From an optimization exercise on the open Yosys and OpenROAD flow, aimed at small area; shortcuts taken in it are not production practice.
The RTL was checked by simulation tests, not by an equivalence proof against the original design.

Setup of job 2985:
Design z, start of the top module:
module z(
    input [31:0] x1, x2, x3,
    input [31:0] w1, w2, w3,
    input clk,
    output[31:0] out
);
    wire [31:0] p1, p2, p3;
    Fmultiplier mul1(.A(w1), .B(x1), .result(p1));
    Fmultiplier mul2(.A(w2), .B(x2), .result(p2));
    Fmultiplier mul3(.A(w3), .B(x3), .result(p3));
    reg [31:0] p1_q, p2_q, p3_q;
    always @(posedge clk) begin
        p1_q <= p1;
        p2_q <= p2;
        p3_q <= p3;
    end
    wire [31:0] s12;
    Fadder_Fsubtractor add1(.A(p1_q), .B(p2_q), .result(s12));
    reg [31:0] s12_q, p3_qq;
    always @(posedge clk) begin
        s12_q <= s12;
        p3_qq <= p3_q;
    end
    wire [31:0] s;
    Fadder_Fsubtractor add2(.A(s12_q), .B(p3_qq), .result(s));
    reg [31:0] s_q, out_q;
    always @(posedge clk) begin
        s_q   <= s;
        out_q <= s_q;
    end
    assign out = out_q;
endmodule
Size in the first run: roughly 220 flip-flops, about 230 I/O pins, roughly 60,000 um^2 of cells after synthesis.
==> flow/config.mk <==
export PLATFORM = sky130hd
export DESIGN_NAME = z
export DESIGN_NICKNAME = z
export VERILOG_FILES = /design/flow/design.v
export SDC_FILE = /design/flow/constraint.sdc
export NUM_CORES = 4
export LEC_CHECK = 0
export CAP_MARGIN = 20
export CORE_MARGIN = 2
export CORE_UTILIZATION = 60
export CTS_BUF_LIST = sky130_fd_sc_hd__clkbuf_4
export CTS_CLUSTER_DIAMETER = 40
export CTS_CLUSTER_SIZE = 8
export SLEW_MARGIN = 20
export SYNTH_HIERARCHICAL = 1
==> flow/constraint.sdc <==
create_clock -name core_clock -period 12.0 [get_ports {clk}]
set_input_delay 2.4000 -clock core_clock [delete_from_list [all_inputs] [get_ports {clk}]]
set_output_delay 2.4000 -clock core_clock [all_outputs]
set_load 0.01 [all_outputs]
standard.sh (not shown) runs the stock make flow with config.mk's settings and CLKGATE_MAP_FILE= SYNTH_SCRIPT=/design/flow/synth_recipe.tcl, a recipe that flattens the netlist after the stock synthesis.
==> flow/flow/run.sh <==
#!/bin/bash
# The standard layout, with the smallest buffer on the input and output ports.
set -euo pipefail
export BUFFER_PORTS_ARGS="-buffer_cell sky130_fd_sc_hd__buf_1"
bash standard.sh > standard_flow.log 2>&1
Job 2985 finished every stage and its layout cleared the timing, design-rule and antenna checks.
Inputs modified between job 2985 and job 4002:
Settings: CORE_UTILIZATION now 55, was 60.
==> notes.md <==
Clock-buffer cell count in job 4002 vs job 2985: up 2
Worst setup slack on job 4002 is up relative to job 2985.
Lower minimum clock period after layout was reported by job 4002, not job 2985.

== lane 3 ==
z, a different RTL version from the one above (not shown whole).
For scale: ~220 flip-flops.
==> flow/config.mk <==
export PLATFORM = sky130hd
export DESIGN_NAME = z
export DESIGN_NICKNAME = z
export VERILOG_FILES = /design/flow/design.v
export SDC_FILE = /design/flow/constraint.sdc
export NUM_CORES = 4
export LEC_CHECK = 0
export CAP_MARGIN = 20
export CORE_MARGIN = 2
export CORE_UTILIZATION = 60
export CTS_BUF_LIST = sky130_fd_sc_hd__clkbuf_4
export CTS_CLUSTER_DIAMETER = 40
export CTS_CLUSTER_SIZE = 8
export SLEW_MARGIN = 20
export SYNTH_HIERARCHICAL = 1
==> flow/constraint.sdc <==
create_clock -name core_clock -period 12.0 [get_ports {clk}]
set_input_delay 2.4000 -clock core_clock [delete_from_list [all_inputs] [get_ports {clk}]]
set_output_delay 2.4000 -clock core_clock [all_outputs]
set_load 0.01 [all_outputs]
Scripts as last shown in full above: flow/flow/run.sh
Setup changes, lane 3 to lane 4
==> flow/flow/run.sh <==
#!/bin/bash
# The standard layout, with the smallest buffer on the input and output ports and
# non-critical gates downsized after global routing (repair_timing -recover_power).
set -euo pipefail
export BUFFER_PORTS_ARGS="-buffer_cell sky130_fd_sc_hd__buf_1"
export RECOVER_POWER=100
bash standard.sh > standard_flow.log 2>&1
Results
On worst clock skew, lane 3 tracks lane 4 almost exactly.
From lane 3 to lane 4 the numbers moved as follows: average wire per standard cell level; final design utilization level.
Lane 4: all stages done; final checks FAILED (max-capacitance violations, max-slew violations).
In lane 4, post-layout minimum cycle time is higher than in lane 3.

==> afterwards: timing with drivers on the ports <==
In the flow no input, the clock included, has a driving cell. The finished layouts below were timed again as built, in two steps. Step 1, drivers: a clkbuf_16 drives clk and a buf_2 each remaining input, both assumed. Step 2 also shifts input and output timing later by t, the mid clock arrival at the registers, as if the neighbouring blocks saw the same clock. Three values: no drivers, after step 1, after step 2; two values: the first two.
run	shift t [ns]	setup WS [ns]	cell pins on the clock port's net
job 2985	0.774	0.700 / 0.700 / 0.508	1
job 4002	0.798	0.764 / 0.764 / 0.523	1
lane 3	0.753	0.760 / 0.760 / 0.481	1
lane 4	0.752	0.491 / 0.502 / -0.250	1
The setup slack of lane 4, which loses most, moves by +0.011 ns with the drivers and by -0.741 ns with both steps.
